Background: an optimization exercise with open tools, aiming at small area. Do not read the settings as production practice. Function was checked by simulation only, so behaviour that the tests miss may differ from the original. Power figures rest on the tool's default switching activity, not on a simulated workload.

Setup of build 14:
## TamaguchiUpdateNewPro
module TamaguchiUpdateNewPro(
    input boton_jugar,
    input boton_alimentar,
    input sensor_luz,
    input boton_curar,
    input echo,
    input rst_neg,
    input clk,
    input boton_acelerar,
    output trigger,
    output [6:0] segment,
    output [1:0] anodos,
    output rs,
    output rw,
    output enable,
    output [7:0] data,
    output prb
);
For scale: about 750 cells after synthesis, roughly 80 flip-flops, roughly 0.0052 sq mm of cells after synthesis.
export LEC_CHECK = 0
export CAP_MARGIN = 20
export CORE_MARGIN = 2
export CORE_UTILIZATION = 65
export PLACE_DENSITY = 0.75
export SLEW_MARGIN = 20
create_clock -name core_clock -period 10.0 [get_ports {clk}]
standard.sh (not shown) runs the stock make flow with config.mk's settings and CLKGATE_MAP_FILE= SYNTH_SCRIPT=/design/flow/synth_recipe.tcl, a recipe that flattens the netlist after the stock synthesis.
==> flow/flow/run.sh <==
#!/bin/bash
# Own flow: the standard layout, with three changes:
#  - synthesis maps the logic with an area-oriented ABC script (flow/area.abc)
#    instead of ORFS's abc script; everything before ABC (and so every register,
#    its name and cell) is the standard synthesis;
#  - port buffers are buf_1 (every input and output still gets one);
#  - CTS builds the clock tree from clkbuf_8 and adds no dummy loads.
set -euo pipefail
work=$PWD
export MY_ABC_SCRIPT=$work/flow/area.abc
export FLOW_WORK=$work
sed -e "s#SYNTH_SCRIPT=[^ ]*#SYNTH_SCRIPT=$work/flow/synth.tcl#" standard.sh > $work/synth_std.sh
sed -e "s#\"\${@:-finish}\"#'BUFFER_PORTS_ARGS=-buffer_cell sky130_fd_sc_hd__buf_1' 'CTS_ARGS=-sink_clustering_enable -repair_clock_nets -dont_use_dummy_load -buf_list sky130_fd_sc_hd__clkbuf_8' \"\${@:-finish}\"#" standard.sh > $work/layout_std.sh
bash $work/synth_std.sh synth > $work/synth.log 2>&1
bash $work/layout_std.sh > $work/layout.log 2>&1
==> flow/flow/area.abc <==
strash
dc2
&get -n
&deepsyn -T 300
&put
dch -f
map -a
==> flow/flow/synth.tcl <==
# synth_recipe.tcl with one change: ABC runs flow/area.abc in place of the
# script ORFS passes it. The other ABC arguments (liberty, dont_use, constraints)
# are kept.
proc abc {args} {
  set i [lsearch $args -script]
  if {$i >= 0} { set args [lreplace $args [expr {$i+1}] [expr {$i+1}] $::env(MY_ABC_SCRIPT)] }
  yosys abc {*}$args
}
source $::env(FLOW_WORK)/synth_recipe.tcl
Modified inputs, build 10 compared to build 14
--- a/flow/flow/run.sh
+++ b/flow/flow/run.sh
@@ -13 +13 @@
-sed -e "s#\"\${@:-finish}\"#'BUFFER_PORTS_ARGS=-buffer_cell sky130_fd_sc_hd__buf_1' 'CTS_ARGS=-sink_clustering_enable -repair_clock_nets -dont_use_dummy_load -buf_list sky130_fd_sc_hd__clkbuf_8' \"\${@:-finish}\"#" standard.sh > $work/layout_std.sh
+sed -e "s#\"\${@:-finish}\"#'BUFFER_PORTS_ARGS=-buffer_cell sky130_fd_sc_hd__buf_1' 'CTS_ARGS=-sink_clustering_enable -repair_clock_nets -dont_use_dummy_load -sink_clustering_size 16 -sink_clustering_max_diameter 200 -buf_list sky130_fd_sc_hd__clkbuf_8' \"\${@:-finish}\"#" standard.sh > $work/layout_std.sh
==> flow/flow/area.abc <==
strash
dc2
&get -n
&deepsyn -T 300
&put
strash
&get -n
&dch -f
&nf -R 1000
&put
==> comparison <==
Going from build 14 to build 10, the area of the core region was found to have gone down by 0.52%.
Build 10 vs build 14, final non-filler cell area went down by about 1.2%.
Fraction of the core area covered by cells at the end of the flow for build 10: 0.51 points down relative to build 14
Build 10 vs build 14: power drawn by the combinational cells down by more than 10%
The detailed placer's ending HPWL of build 10 falls short of that of build 14 by about 7%.
Going from build 14 to build 10, the global-route usage was found to have gone down by 2.0 points.
### build 10 -> build 44
--- a/flow/flow/run.sh
+++ b/flow/flow/run.sh
@@ -13 +13 @@
-sed -e "s#\"\${@:-finish}\"#'BUFFER_PORTS_ARGS=-buffer_cell sky130_fd_sc_hd__buf_1' 'CTS_ARGS=-sink_clustering_enable -repair_clock_nets -dont_use_dummy_load -sink_clustering_size 16 -sink_clustering_max_diameter 200 -buf_list sky130_fd_sc_hd__clkbuf_8' \"\${@:-finish}\"#" standard.sh > $work/layout_std.sh
+sed -e "s#\"\${@:-finish}\"#'BUFFER_PORTS_ARGS=-buffer_cell sky130_fd_sc_hd__buf_1' 'CTS_ARGS=-sink_clustering_enable -repair_clock_nets -dont_use_dummy_load -buf_list sky130_fd_sc_hd__clkbuf_8' \"\${@:-finish}\"#" standard.sh > $work/layout_std.sh
### Flow results
- Build 10 → build 44: cell area after layout about even; setup slack roughly the same; horizontal die dimension essentially unchanged; setup TNS closely matched the old numbers; required time at the worst-slack endpoint flat.
[inputs] build 57 vs build 44
--- a/flow/flow/run.sh
+++ b/flow/flow/run.sh
@@ -13 +13 @@
-sed -e "s#\"\${@:-finish}\"#'BUFFER_PORTS_ARGS=-buffer_cell sky130_fd_sc_hd__buf_1' 'CTS_ARGS=-sink_clustering_enable -repair_clock_nets -dont_use_dummy_load -buf_list sky130_fd_sc_hd__clkbuf_8' \"\${@:-finish}\"#" standard.sh > $work/layout_std.sh
+sed -e "s#\"\${@:-finish}\"#'BUFFER_PORTS_ARGS=-buffer_cell sky130_fd_sc_hd__buf_1' 'CTS_ARGS=-sink_clustering_enable -repair_clock_nets -dont_use_dummy_load -sink_clustering_size 25 -sink_clustering_max_diameter 200 -buf_list sky130_fd_sc_hd__clkbuf_8' \"\${@:-finish}\"#" standard.sh > $work/layout_std.sh
==> comparison <==
- Global routing met3 resource utilization came out exactly the same in build 44 and build 57.
- Build 44 -> build 57: met2 demand-to-capacity share in global routing delta 0, exact match
- Going from build 44 to build 57, peak clock frequency supported by timing closely matched the old numbers, setup slack saw little to no change, number of clock sinks seen by CTS comparable, number of input and output port buffers inserted roughly the same.

---

## cedar
TamaguchiUpdateNewPro, a different RTL version from the one above (not shown whole).
Size: roughly 650 cells after synthesis, ~80 flip-flops, ~30 I/O pins, ~5100 um^2 of cells after synthesis.
clock: 10.0 ns
lec_check: 0
cap_margin: 20
core_margin: 2
core_utilization: 65
place_density: 0.75
slew_margin: 20
==> flow/flow/run.sh <==
#!/bin/bash
# Own flow: the standard layout, with three changes:
#  - synthesis maps the logic with an area-oriented ABC script (flow/area.abc)
#    instead of ORFS's abc script; everything before ABC (and so every register,
#    its name and cell) is the standard synthesis;
#  - port buffers are buf_1 (every input and output still gets one);
#  - CTS builds the clock tree from clkbuf_8 and adds no dummy loads.
set -euo pipefail
work=$PWD
export MY_ABC_SCRIPT=$work/flow/area.abc
export FLOW_WORK=$work
sed -e "s#SYNTH_SCRIPT=[^ ]*#SYNTH_SCRIPT=$work/flow/synth.tcl#" standard.sh > $work/synth_std.sh
sed -e "s#\"\${@:-finish}\"#'BUFFER_PORTS_ARGS=-buffer_cell sky130_fd_sc_hd__buf_1' 'CTS_ARGS=-sink_clustering_enable -repair_clock_nets -dont_use_dummy_load -buf_list sky130_fd_sc_hd__clkbuf_8' \"\${@:-finish}\"#" standard.sh > $work/layout_std.sh
bash $work/synth_std.sh synth > $work/synth.log 2>&1
bash $work/layout_std.sh > $work/layout.log 2>&1
==> flow/flow/area.abc <==
strash
dc2
&get -n
&deepsyn -T 600
&put
strash
&get -n
&dch -f
&nf -R 1000
&put
Scripts as last shown in full above: flow/flow/synth.tcl
Every stage of the flow completed for cedar, and the final layout passed the timing, DRC and antenna checks.
Edits applied to the flow inputs when going from cedar to juniper:
==> flow/flow/area.abc <==
strash
dc2
&get -n
&deepsyn -T 300
&put
strash
&get -n
&dch -f
&nf -R 1000
&put
Notes after the runs:
juniper against cedar: share of layout cells above drive strength 1 saw little to no change; cell count after synthesis saw little to no change; utilization saw an increase.
Design area: juniper and cedar compared, higher one is juniper
Input changes introduced in sierra (baseline for comparison: juniper):
==> flow/flow/area.abc <==
strash
dc2
&get -n
&deepsyn -T 900
&put
strash
&get -n
&dch -f
&nf -R 1000
&put
[summary]
- Compared to juniper, the router laid down less metal wire for sierra.
- juniper → sierra: first-pass GRT wire length fell 1800 um, overall power consumption rose 9.2 uW, critical path depth rose 3, clock power fell about 4%, final period utilization rose 3.1 points.
- Between juniper and sierra, power density over the cells increased.
- The lower routed length per placed instance of sierra and juniper is in sierra.
- Row count of plain and timing-repair buffers in the layout: sierra lower / juniper higher

---

raven:
TamaguchiUpdateNewPro, a different RTL version from the one above (not shown whole).
Size in the first run: about 800 cells after synthesis, roughly 86 flip-flops, ~30 I/O pins, roughly 5700 sq um of cells after synthesis.
==> flow/config.mk <==
export PLATFORM = sky130hd
export DESIGN_NAME = TamaguchiUpdateNewPro
export DESIGN_NICKNAME = TamaguchiUpdateNewPro
export VERILOG_FILES = /design/flow/design.v
export SDC_FILE = /design/flow/constraint.sdc
export NUM_CORES = 4
export LEC_CHECK = 0
export CAP_MARGIN = 20
export CORE_MARGIN = 2
export CORE_UTILIZATION = 40
export PLACE_DENSITY = 0.6
export SLEW_MARGIN = 20
==> flow/constraint.sdc <==
create_clock -name core_clock -period 10.0 [get_ports {clk}]
set_input_delay 2.0000 -clock core_clock [delete_from_list [all_inputs] [get_ports {clk}]]
set_output_delay 2.0000 -clock core_clock [all_outputs]
set_load 0.01 [all_outputs]
==> flow/flow/run.sh <==
#!/bin/bash
# Own flow: the standard layout, except that the synthesis maps the logic
# with an area-oriented ABC script (flow/area.abc) instead of ORFS's
# abc_area.script. Everything before ABC (and so every register, its name and
# cell) is the standard synthesis; everything after synthesis is standard.sh.
set -euo pipefail
work=$PWD
export MY_ABC_SCRIPT=$work/flow/area.abc
export FLOW_WORK=$work
# the standard make command, with flow/synth.tcl as the synthesis script
sed -e "s#SYNTH_SCRIPT=[^ ]*#SYNTH_SCRIPT=$work/flow/synth.tcl#" standard.sh > $work/synth_std.sh
bash $work/synth_std.sh synth > $work/synth.log 2>&1
bash standard.sh > $work/layout.log 2>&1
==> flow/flow/area.abc <==
strash
dc2
&get -n
&deepsyn -T 180
&put
dch -f
map -a
Scripts as last shown in full above: flow/flow/synth.tcl
--- input diff raven..nickel ---
- an added ABC_AREA of 1
==> flow/run.sh (new file) <==
#!/bin/bash
# synth_recipe.tcl (not shown) runs the flow's synth.tcl, then flattens the netlist and writes it again
# the make line also repeats each setting of config.mk as NAME=value (left out here)
make -C /OpenROAD-flow-scripts/flow DESIGN_CONFIG=/design/flow/config.mk WORK_HOME=/design/flow/orfs CLKGATE_MAP_FILE= SYNTH_SCRIPT=/design/flow/synth_recipe.tcl finish
removed: flow/flow/run.sh
removed: flow/flow/area.abc
removed: flow/flow/synth.tcl
removed: flow/standard.sh
### Flow results
- Combinational power: nickel vs raven up 290%
- Changes observed in nickel relative to raven: clock network power share shrank by 8.7 points; worst setup slack grew by 1.47 ns; number of vias in the routed layout grew by 336; final area grew by 8.8%.
- Max freq raven -> nickel: improved
- When nickel is set beside raven, its total power turns out to be 0.23 mW larger.
- Critical path depth in nickel vs raven: up 5
- Diff raven -> nickel | post-route clock period utilization | decrease of 15 points
- Comparing nickel and raven, the higher sequential share of layout area was measured on raven.

-- port drivers added, routing unchanged --
No port has a modelled driver above. Below, the same layouts with a new extraction and two added sets of constraints.
Step 1: set_driving_cell puts a clkbuf_16 on clk and a buf_2 on each other input, an assumption about the parent block.
Step 2, shift: input delay + t, output delay - t, t = (earliest + latest rising clock arrival at the registers) / 2. This alone moves slack from input paths to output paths.
a / b / c = ideal ports / drivers / drivers and shift; a / b = the first two.
run	t (ns)	setup WS [ns]	hold WS [ns]	clock arrival spread, ns
build 14	0.386	3.206 / 3.168 / 3.554	0.398 / 0.398 / 0.398	0.040 / 0.040
build 10	0.371	3.341 / 3.303 / 3.675	0.443 / 0.443 / 0.443	0.026 / 0.025
build 44	0.371	3.341 / 3.303 / 3.675	0.443 / 0.443 / 0.443	0.026 / 0.025
build 57	0.371	3.341 / 3.303 / 3.675	0.443 / 0.443 / 0.443	0.026 / 0.025
cedar	0.368	3.113 / 3.082 / 3.450	0.442 / 0.442 / 0.442	0.038 / 0.038
juniper	0.383	3.420 / 3.386 / 3.769	0.442 / 0.442 / 0.442	0.028 / 0.027
sierra	0.368	3.113 / 3.082 / 3.450	0.442 / 0.442 / 0.442	0.038 / 0.038
raven	0.392	2.601 / 2.559 / 2.950	0.398 / 0.398 / 0.398	0.013 / 0.013
nickel	0.381	4.067 / 4.027 / 4.408	0.410 / 0.410 / 0.410	0.009 / 0.009
After both steps every run listed still meets setup and hold.
